What follows belongs to an exercise in optimizing a design on an open flow for a short achievable clock period and few clock cycles per item; a production flow would make more cautious choices.
Function was checked by simulation only, so behaviour that the tests miss may differ from the original.
No driver is modelled on the clock port, so clocking that relies on it looks cheaper here than on a real chip.
Power and IR drop assume default switching activity.

north:
==> module cache_source, before the edit <==
module cache_source(
clk,
rst,
PRead_request,
PWrite_request,
PRead_ready,
PWrite_done,
PWrite_data,
PRead_data,
PAddress,
MRead_request,
MWrite_request,
MRead_ready,
MWrite_done,
MWrite_data,
MRead_data,
MAddress
);
input clk;
input rst;
input PRead_request;
input PWrite_request;
input [7:0] PWrite_data;
input [7:0] PAddress;
output [7:0] PRead_data;
output PRead_ready;
output PWrite_done;
input MRead_ready;
input MWrite_done;
input [31:0] MRead_data;
output [7:0] MAddress;
output MRead_request;
output MWrite_request;
output [7:0] MWrite_data;
reg [31:0] blocks[7:0];
reg [2:0] tags[7:0];
reg [7:0] valid;
reg mrq, mwq, prr, pwd;
reg [7:0] prd, maddr, mwdata;
reg busy;
reg fill;       
reg wupd;       
reg whit;       
reg [7:0] line_q;    
reg [31:0] byte_q;   
reg [1:0] off_q;     
reg [31:0] mdata;    
reg [2:0] tag_q;
reg [7:0] fill_ln;
reg [31:0] wupd_b;
reg [7:0] wdata_q;
function [1023:0] sel_even(input [2047:0] v, input integer n);
    integer i;
    begin
        sel_even = 0;
        for (i = 0; i < n; i = i + 1)
            sel_even[8 * i +: 8] = v[16 * i +: 8];
    end
endfunction
function [1023:0] sel_odd(input [2047:0] v, input integer n);
    integer i;
    begin
        sel_odd = 0;
        for (i = 0; i < n; i = i + 1)
            sel_odd[8 * i +: 8] = v[16 * i + 8 +: 8];
    end
endfunction
wire idle = ~busy;
wire rd_answer = mrq & MRead_ready;
wire wr_answer = mwq & MWrite_done;
wire [3:0] lo_n;
wire [7:0] hi_n;
wire [4:0] a_n;
cs_inv5 u_inv(.a(PAddress[4:0]), .y(a_n));
cs_pdec u_pdec(.a(PAddress[4:0]), .a_n(a_n), .en(idle), .lo_n(lo_n), .hi_n(hi_n));
wire [23:0] tag_flat;
genvar g;
generate for (g = 0; g < 8; g = g + 1) begin : tf
    assign tag_flat[3 * g +: 3] = tags[g];
end endgenerate
wire [7:0] m_n;
cs_tageq u_tageq(.tags(tag_flat), .valid(valid), .t(PAddress[7:5]), .m_n(m_n));
wire hit, hit_n;
cs_hit u_hit(.hi_n(hi_n), .m_n(m_n), .hit(hit), .hit_n(hit_n));
wire mrq_d, prr_d;
cs_ctl u_ctl(.keep_r(~rst & mrq & ~MRead_ready), .new_r(~rst & idle & PRead_request), .hit_n(hit_n), .y(mrq_d));
cs_ctl u_ctl2(.keep_r(~rst & rd_answer), .new_r(~rst & PRead_request), .hit_n(hit), .y(prr_d));
wire [255:0] d;
genvar kk, bb;
generate for (kk = 0; kk < 32; kk = kk + 1) begin : dk
    for (bb = 0; bb < 8; bb = bb + 1) begin : db
        assign d[8 * kk + bb] = blocks[kk / 4][8 * (kk % 4) + bb];
    end
end endgenerate
wire [127:0] l1;
wire [63:0] l2;
wire [31:0] l3;
wire [15:0] l4;
wire [7:0] cbyte_n;
cs_mux2i #(.N(128)) u_l1(.a(sel_even(d, 32)), .b(sel_odd(d, 32)), .s(PAddress[0]), .y(l1));
cs_mux2i #(.N(64)) u_l2(.a(sel_even(l1, 16)), .b(sel_odd(l1, 16)), .s(PAddress[1]), .y(l2));
cs_mux2i #(.N(32)) u_l3(.a(sel_even(l2, 8)), .b(sel_odd(l2, 8)), .s(PAddress[2]), .y(l3));
cs_mux2i #(.N(16)) u_l4(.a(sel_even(l3, 4)), .b(sel_odd(l3, 4)), .s(PAddress[3]), .y(l4));
cs_mux2i #(.N(8)) u_l5(.a(l4[7:0]), .b(l4[15:8]), .s(PAddress[4]), .y(cbyte_n));
wire [7:0] mbyte = MRead_data[8 * off_q +: 8];
wire [7:0] prd_next;
cs_mux2i #(.N(8)) u_out(.a(cbyte_n), .b(~mbyte), .s(busy), .y(prd_next));
always @(posedge clk) begin
    if (rst) begin
        busy <= 1'b0;
        mwq <= 1'b0;
        pwd <= 1'b0;
        fill <= 1'b0;
        fill_ln <= 8'h00;
        wupd_b <= 32'h0;
        wupd <= 1'b0;
    end else begin
        busy <= idle ? (PRead_request | PWrite_request) : ~(prr | pwd);
        mwq <= mwq ? ~MWrite_done : idle & PWrite_request;
        pwd <= wr_answer;
        fill <= rd_answer;
        fill_ln <= {8{rd_answer}} & line_q;
        wupd_b <= {32{wr_answer & whit}} & byte_q;
        wupd <= wr_answer & whit;
    end
    mrq <= mrq_d;
    prr <= prr_d;
    whit <= hit | (whit & busy);
    if (idle) begin
        tag_q <= PAddress[7:5];
        wdata_q <= PWrite_data;
    end
    line_q <= 8'd1 << PAddress[4:2];
    byte_q <= 32'd1 << PAddress[4:0];
    off_q <= PAddress[1:0];
    mdata <= MRead_data;
    maddr <= {PAddress[7:2], PAddress[1:0] & {2{PWrite_request}}};
    mwdata <= PWrite_data;
    prd <= prd_next;
end
always @(posedge clk) begin
    if (rst)
        valid <= 8'h00;
    else if (fill)
        valid <= valid | line_q;
end
genvar i, b;
generate for (i = 0; i < 8; i = i + 1) begin : ln
    always @(posedge clk)
        if (fill_ln[i])
            tags[i] <= tag_q;
    for (b = 0; b < 4; b = b + 1) begin : by
        always @(posedge clk)
            if (fill_ln[i])
                blocks[i][8 * b +: 8] <= mdata[8 * b +: 8];
            else if (wupd_b[4 * i + b])
                blocks[i][8 * b +: 8] <= wdata_q;
    end
end endgenerate
assign PRead_ready = prr;
assign PWrite_done = pwd;
assign MRead_request = mrq;
assign MWrite_request = mwq;
assign MWrite_data = mwdata;
assign MAddress = maddr;
assign PRead_data = prd;
endmodule
export LEC_CHECK = 0
export ABC_CLOCK_PERIOD_IN_PS = 1000
export CAP_MARGIN = 20
export CORE_MARGIN = 2
export CORE_UTILIZATION = 40
export SETUP_SLACK_MARGIN = 3
export SLEW_MARGIN = 20
export SYNTH_HIERARCHICAL = 1
export SYNTH_MINIMUM_KEEP_SIZE = 0
export TNS_END_PERCENT = 100
create_clock -name core_clock -period 5.0 [get_ports {clk}]
run.sh (not shown) runs the stock make flow with config.mk's settings and CLKGATE_MAP_FILE= SYNTH_SCRIPT=/design/flow/synth_recipe.tcl, a recipe that flattens the netlist after the stock synthesis.
north completed end to end with timing, DRC and antenna clean.
Testbench counts of north, summed over its fixed seeds: cycles 103,715, items 24,000.
[inputs] south vs north
--- a/flow/design.v
+++ b/flow/design.v
@@ -44,11 +44,11 @@
 reg whit;       
 reg [7:0] line_q;    
 reg [31:0] byte_q;   
 reg [1:0] off_q;     
 reg [31:0] mdata;    
-reg [2:0] tag_q;
+reg [7:0] addr_q;   
 reg [7:0] fill_ln;
 reg [31:0] wupd_b;
 reg [7:0] wdata_q;
 function [1023:0] sel_even(input [2047:0] v, input integer n);
     integer i;
@@ -126,16 +126,16 @@
     end
     mrq <= mrq_d;
     prr <= prr_d;
     whit <= hit | (whit & busy);
     if (idle) begin
-        tag_q <= PAddress[7:5];
+        addr_q <= PAddress;
         wdata_q <= PWrite_data;
     end
-    line_q <= 8'd1 << PAddress[4:2];
-    byte_q <= 32'd1 << PAddress[4:0];
-    off_q <= PAddress[1:0];
+    line_q <= 8'd1 << addr_q[4:2];
+    byte_q <= 32'd1 << addr_q[4:0];
+    off_q <= addr_q[1:0];
     mdata <= MRead_data;
     maddr <= {PAddress[7:2], PAddress[1:0] & {2{PWrite_request}}};
     mwdata <= PWrite_data;
     prd <= prd_next;
 end
@@ -147,11 +147,11 @@
 end
 genvar i, b;
 generate for (i = 0; i < 8; i = i + 1) begin : ln
     always @(posedge clk)
         if (fill_ln[i])
-            tags[i] <= tag_q;
+            tags[i] <= addr_q[7:5];
     for (b = 0; b < 4; b = b + 1) begin : by
         always @(posedge clk)
             if (fill_ln[i])
                 blocks[i][8 * b +: 8] <= mdata[8 * b +: 8];
             else if (wupd_b[4 * i + b])
### Flow results
The post-DP HPWL of south and that of north are within noise of each other.
On count of multi-input combinational gates, south and north are basically level.
In the metrics for south and north, the one carrying the lower combinational power is south.
south vs. north: number of global-route vias before repair rose 227; global-route track usage on met2 grew by 0.85 points; minimum period implied by the final worst setup slack now sits higher; final worst-path setup slack moved down; register area grew by 1.2%.
Power per cell area grows by a few percent when moving from north to south.
south ended with more finished layout cell area than north.
Die area | south > north
Testbench counts of south, summed over its fixed seeds: cycles 103,715, items 24,000.

========
The RTL this note starts from:
==> flow/design.v <==
`timescale 1ns / 1ps
module cache_source(
clk,
rst,
PRead_request,
PWrite_request,
PRead_ready,
PWrite_done,
PWrite_data,
PRead_data,
PAddress,
MRead_request,
MWrite_request,
MRead_ready,
MWrite_done,
MWrite_data,
MRead_data,
MAddress
);
input clk;
input rst;
input PRead_request;
input PWrite_request;
input [7:0] PWrite_data;
input [7:0] PAddress;
output [7:0] PRead_data;
output PRead_ready;
output PWrite_done;
input MRead_ready;
input MWrite_done;
input [31:0] MRead_data;
output [7:0] MAddress;
output MRead_request;
output MWrite_request;
output [7:0] MWrite_data;
reg [31:0] blocks[7:0];
reg [2:0] tags[7:0];
reg [7:0] valid;
reg mrq, mwq, prr, pwd;
reg [7:0] prd, maddr, mwdata;
reg busy;
reg fill;       
reg wupd;       
reg whit;       
reg [7:0] line_q;    
reg [31:0] byte_q;   
reg [1:0] off_q;     
reg [31:0] mdata;    
reg [7:0] addr_q;   
reg [7:0] fill_ln;
reg [31:0] wupd_b;
reg [7:0] wdata_q;
function [1023:0] sel_even(input [2047:0] v, input integer n);
    integer i;
    begin
        sel_even = 0;
        for (i = 0; i < n; i = i + 1)
            sel_even[8 * i +: 8] = v[16 * i +: 8];
    end
endfunction
function [1023:0] sel_odd(input [2047:0] v, input integer n);
    integer i;
    begin
        sel_odd = 0;
        for (i = 0; i < n; i = i + 1)
            sel_odd[8 * i +: 8] = v[16 * i + 8 +: 8];
    end
endfunction
wire idle = ~busy;
wire rd_answer = mrq & MRead_ready;
wire wr_answer = mwq & MWrite_done;
wire [3:0] lo_n;
wire [7:0] hi_n;
wire [4:0] a_n;
cs_inv5 u_inv(.a(PAddress[4:0]), .y(a_n));
cs_pdec u_pdec(.a(PAddress[4:0]), .a_n(a_n), .en(idle), .lo_n(lo_n), .hi_n(hi_n));
wire [23:0] tag_flat;
genvar g;
generate for (g = 0; g < 8; g = g + 1) begin : tf
    assign tag_flat[3 * g +: 3] = tags[g];
end endgenerate
wire [7:0] m_n;
cs_tageq u_tageq(.tags(tag_flat), .valid(valid), .t(PAddress[7:5]), .m_n(m_n));
wire hit, hit_n;
cs_hit u_hit(.hi_n(hi_n), .m_n(m_n), .hit(hit), .hit_n(hit_n));
wire mrq_d, prr_d;
cs_ctl u_ctl(.keep_r(~rst & mrq & ~MRead_ready), .new_r(~rst & idle & PRead_request), .hit_n(hit_n), .y(mrq_d));
cs_ctl u_ctl2(.keep_r(~rst & rd_answer), .new_r(~rst & PRead_request), .hit_n(hit), .y(prr_d));
wire [255:0] d;
genvar kk, bb;
generate for (kk = 0; kk < 32; kk = kk + 1) begin : dk
    for (bb = 0; bb < 8; bb = bb + 1) begin : db
        assign d[8 * kk + bb] = blocks[kk / 4][8 * (kk % 4) + bb];
    end
end endgenerate
wire [127:0] l1;
wire [63:0] l2;
wire [31:0] l3;
wire [15:0] l4;
wire [7:0] cbyte_n;
cs_mux2i #(.N(128)) u_l1(.a(sel_even(d, 32)), .b(sel_odd(d, 32)), .s(PAddress[0]), .y(l1));
cs_mux2i #(.N(64)) u_l2(.a(sel_even(l1, 16)), .b(sel_odd(l1, 16)), .s(PAddress[1]), .y(l2));
cs_mux2i #(.N(32)) u_l3(.a(sel_even(l2, 8)), .b(sel_odd(l2, 8)), .s(PAddress[2]), .y(l3));
cs_mux2i #(.N(16)) u_l4(.a(sel_even(l3, 4)), .b(sel_odd(l3, 4)), .s(PAddress[3]), .y(l4));
cs_mux2i #(.N(8)) u_l5(.a(l4[7:0]), .b(l4[15:8]), .s(PAddress[4]), .y(cbyte_n));
wire [7:0] mbyte = MRead_data[8 * off_q +: 8];
wire [7:0] prd_next;
cs_mux2i #(.N(8)) u_out(.a(cbyte_n), .b(~mbyte), .s(busy), .y(prd_next));
always @(posedge clk) begin
    if (rst) begin
        busy <= 1'b0;
        mwq <= 1'b0;
        pwd <= 1'b0;
        fill <= 1'b0;
        fill_ln <= 8'h00;
        wupd_b <= 32'h0;
        wupd <= 1'b0;
    end else begin
        busy <= idle ? (PRead_request | PWrite_request) : ~(prr | pwd);
        mwq <= mwq ? ~MWrite_done : idle & PWrite_request;
        pwd <= wr_answer;
        fill <= rd_answer;
        fill_ln <= {8{rd_answer}} & line_q;
        wupd_b <= {32{wr_answer & whit}} & byte_q;
        wupd <= wr_answer & whit;
    end
    mrq <= mrq_d;
    prr <= prr_d;
    whit <= hit | (whit & busy);
    if (idle) begin
        addr_q <= PAddress;
        wdata_q <= PWrite_data;
    end
    line_q <= 8'd1 << addr_q[4:2];
    byte_q <= 32'd1 << addr_q[4:0];
    off_q <= addr_q[1:0];
    mdata <= MRead_data;
    maddr <= {PAddress[7:2], PAddress[1:0] & {2{PWrite_request}}};
    mwdata <= PWrite_data;
    prd <= prd_next;
end
always @(posedge clk) begin
    if (rst)
        valid <= 8'h00;
    else if (fill)
        valid <= valid | line_q;
end
genvar i, b;
generate for (i = 0; i < 8; i = i + 1) begin : ln
    always @(posedge clk)
        if (fill_ln[i])
            tags[i] <= addr_q[7:5];
    for (b = 0; b < 4; b = b + 1) begin : by
        always @(posedge clk)
            if (fill_ln[i])
                blocks[i][8 * b +: 8] <= mdata[8 * b +: 8];
            else if (wupd_b[4 * i + b])
                blocks[i][8 * b +: 8] <= wdata_q;
    end
end endgenerate
assign PRead_ready = prr;
assign PWrite_done = pwd;
assign MRead_request = mrq;
assign MWrite_request = mwq;
assign MWrite_data = mwdata;
assign MAddress = maddr;
assign PRead_data = prd;
endmodule
module cs_inv5(input [4:0] a, output [4:0] y);
assign y = ~a;
endmodule
module cs_pdec(input [4:0] a, input [4:0] a_n, input en, output [3:0] lo_n, output [7:0] hi_n);
genvar i;
generate for (i = 0; i < 4; i = i + 1) begin : l
    assign lo_n[i] = ~((i & 2 ? a[1] : a_n[1]) & (i & 1 ? a[0] : a_n[0]));
end
for (i = 0; i < 8; i = i + 1) begin : h
    assign hi_n[i] = ~(en & (i & 4 ? a[4] : a_n[4]) & (i & 2 ? a[3] : a_n[3]) & (i & 1 ? a[2] : a_n[2]));
end endgenerate
endmodule
module cs_tageq(input [23:0] tags, input [7:0] valid, input [2:0] t, output [7:0] m_n);
genvar j;
generate for (j = 0; j < 8; j = j + 1) begin : e
    assign m_n[j] = ~(valid[j] & (tags[3 * j +: 3] == t));
end endgenerate
endmodule
module cs_hit(input [7:0] hi_n, input [7:0] m_n, output hit, output hit_n);
wire [3:0] u;
cs_o22ai u_o(.a(hi_n), .b(m_n), .y(u));
wire [1:0] v_n;
cs_nor2x2 u_n(.a(u), .y(v_n));
assign hit = ~&v_n;
assign hit_n = &v_n;
endmodule
module cs_o22ai(input [7:0] a, input [7:0] b, output [3:0] y);
genvar p;
generate for (p = 0; p < 4; p = p + 1) begin : g
    assign y[p] = ~((a[2 * p] | b[2 * p]) & (a[2 * p + 1] | b[2 * p + 1]));
end endgenerate
endmodule
module cs_nor2x2(input [3:0] a, output [1:0] y);
assign y[0] = ~(a[0] | a[1]);
assign y[1] = ~(a[2] | a[3]);
endmodule
module cs_ctl(input keep_r, input new_r, input hit_n, output y);
assign y = keep_r | (new_r & hit_n);
endmodule
module cs_mux2i #(parameter N = 8) (input [N-1:0] a, input [N-1:0] b, input s, output [N-1:0] y);
assign y = ~(s ? b : a);
endmodule
clock: 5.0 ns
lec_check: 0
abc_clock_period_in_ps: 1000
cap_margin: 20
core_margin: 2
core_utilization: 40
setup_slack_margin: 3
slew_margin: 20
synth_hierarchical: 1
synth_minimum_keep_size: 0
tns_end_percent: 100
standard.sh (not shown) runs the stock make flow with config.mk's settings and CLKGATE_MAP_FILE= SYNTH_SCRIPT=/design/flow/synth_recipe.tcl, a recipe that flattens the netlist after the stock synthesis.
==> flow/flow/run.sh <==
#!/bin/bash
# The standard layout, with two hooks: port buffers made strong after the
# resize step, and after CTS timing repaired
# again (see the .tcl files beside this script).
HERE=$(pwd)
export POST_RESIZE_TCL=$HERE/flow/post_resize.tcl
export POST_CTS_TCL=$HERE/flow/post_cts.tcl
bash standard.sh > standard.log 2>&1
status=$?
tail -n 20 standard.log
exit $status
==> flow/flow/post_cts.tcl <==
# More setup repair passes than the flow's one.
estimate_parasitics -placement
for {set i 0} {$i < 3} {incr i} {
  repair_timing -setup -setup_margin $::env(SETUP_SLACK_MARGIN) -repair_tns 100 -verbose
  estimate_parasitics -placement
}
detailed_placement
estimate_parasitics -placement
report_worst_slack -max
==> flow/flow/post_resize.tcl <==
# Port buffers: strong cells (the resizer leaves some as delay cells).
foreach inst [get_cells -quiet {input* output*}] {
  set m [get_property [get_lib_cells -of_objects $inst] name]
  if {![string match "sky130_fd_sc_hd__*buf*" $m] && ![string match "sky130_fd_sc_hd__dly*" $m]} { continue }
  set want [expr {[string match "input*" [get_name $inst]] ? "sky130_fd_sc_hd__buf_12" : "sky130_fd_sc_hd__buf_6"}]
  if {$m ne $want} { replace_cell $inst $want }
}
Testbench counts at the start, summed over its fixed seeds: cycles 103,715, items 24,000.
Edit:
--- a/flow/design.v
+++ b/flow/design.v
@@ -44,11 +44,11 @@
 reg whit;       
 reg [7:0] line_q;    
 reg [31:0] byte_q;   
 reg [1:0] off_q;     
 reg [31:0] mdata;    
-reg [7:0] addr_q;   
+reg [2:0] tag_q;
 reg [7:0] fill_ln;
 reg [31:0] wupd_b;
 reg [7:0] wdata_q;
 function [1023:0] sel_even(input [2047:0] v, input integer n);
     integer i;
@@ -126,16 +126,16 @@
     end
     mrq <= mrq_d;
     prr <= prr_d;
     whit <= hit | (whit & busy);
     if (idle) begin
-        addr_q <= PAddress;
+        tag_q <= PAddress[7:5];
         wdata_q <= PWrite_data;
     end
-    line_q <= 8'd1 << addr_q[4:2];
-    byte_q <= 32'd1 << addr_q[4:0];
-    off_q <= addr_q[1:0];
+    line_q <= 8'd1 << PAddress[4:2];
+    byte_q <= 32'd1 << PAddress[4:0];
+    off_q <= PAddress[1:0];
     mdata <= MRead_data;
     maddr <= {PAddress[7:2], PAddress[1:0] & {2{PWrite_request}}};
     mwdata <= PWrite_data;
     prd <= prd_next;
 end
@@ -147,11 +147,11 @@
 end
 genvar i, b;
 generate for (i = 0; i < 8; i = i + 1) begin : ln
     always @(posedge clk)
         if (fill_ln[i])
-            tags[i] <= addr_q[7:5];
+            tags[i] <= tag_q;
     for (b = 0; b < 4; b = b + 1) begin : by
         always @(posedge clk)
             if (fill_ln[i])
                 blocks[i][8 * b +: 8] <= mdata[8 * b +: 8];
             else if (wupd_b[4 * i + b])
What happened: The new run went through all stages and came out clean; area after synthesis came out lower slightly; final cell count barely changes; final area barely changes; sequential share of layout area shrinks by 0.66 points; hold slack loses 0.0033 ns; clock power shrinks by a few percent; total power goes down by a few percent; via count went up slightly; worst setup slack gets better by 0.020 ns; die area goes down slightly; fmax climbs slightly.
Testbench counts after the change, summed over its fixed seeds: cycles 103,715, items 24,000.

==> afterwards: timing with drivers on the ports <==
The flow's constraints put no driver on any port. The routed layouts listed below were extracted and timed again, unchanged, in two steps. Step 1 sets driving cells, clkbuf_16 on the clock port and buf_2 on the other inputs (assumed; they add their load-dependent delay and slew). Step 2 also shifts input and output timing later by t, the mid clock arrival at the registers, as if the neighbouring blocks saw the same clock. Three values: ideal ports, drivers, drivers and shift; two values: the first two.
| run | shift t [ns] | slack for setup (ns) | hold slack, ns | worst data-port slew with drivers (ns) |
|---|---|---|---|---|
| north | 0.616 | 2.943 / 2.826 / 2.210 | 0.420 / 0.420 / 0.420 | 0.26 |
| south | 0.641 | 2.936 / 2.875 / 2.264 | 0.426 / 0.426 / 0.426 | 0.25 |
| the first run of note 2 | 0.633 | 2.934 / 2.858 / 2.224 | 0.425 / 0.425 / 0.425 | 0.27 |
| the second run of note 2 | 0.605 | 2.954 / 2.719 / 2.114 | 0.421 / 0.421 / 0.421 | 0.37 |
After both steps setup and hold are still met in every run listed. For the second run of note 2, which loses most, drivers alone change the setup slack by -0.235 ns; drivers and shift together by -0.840 ns.
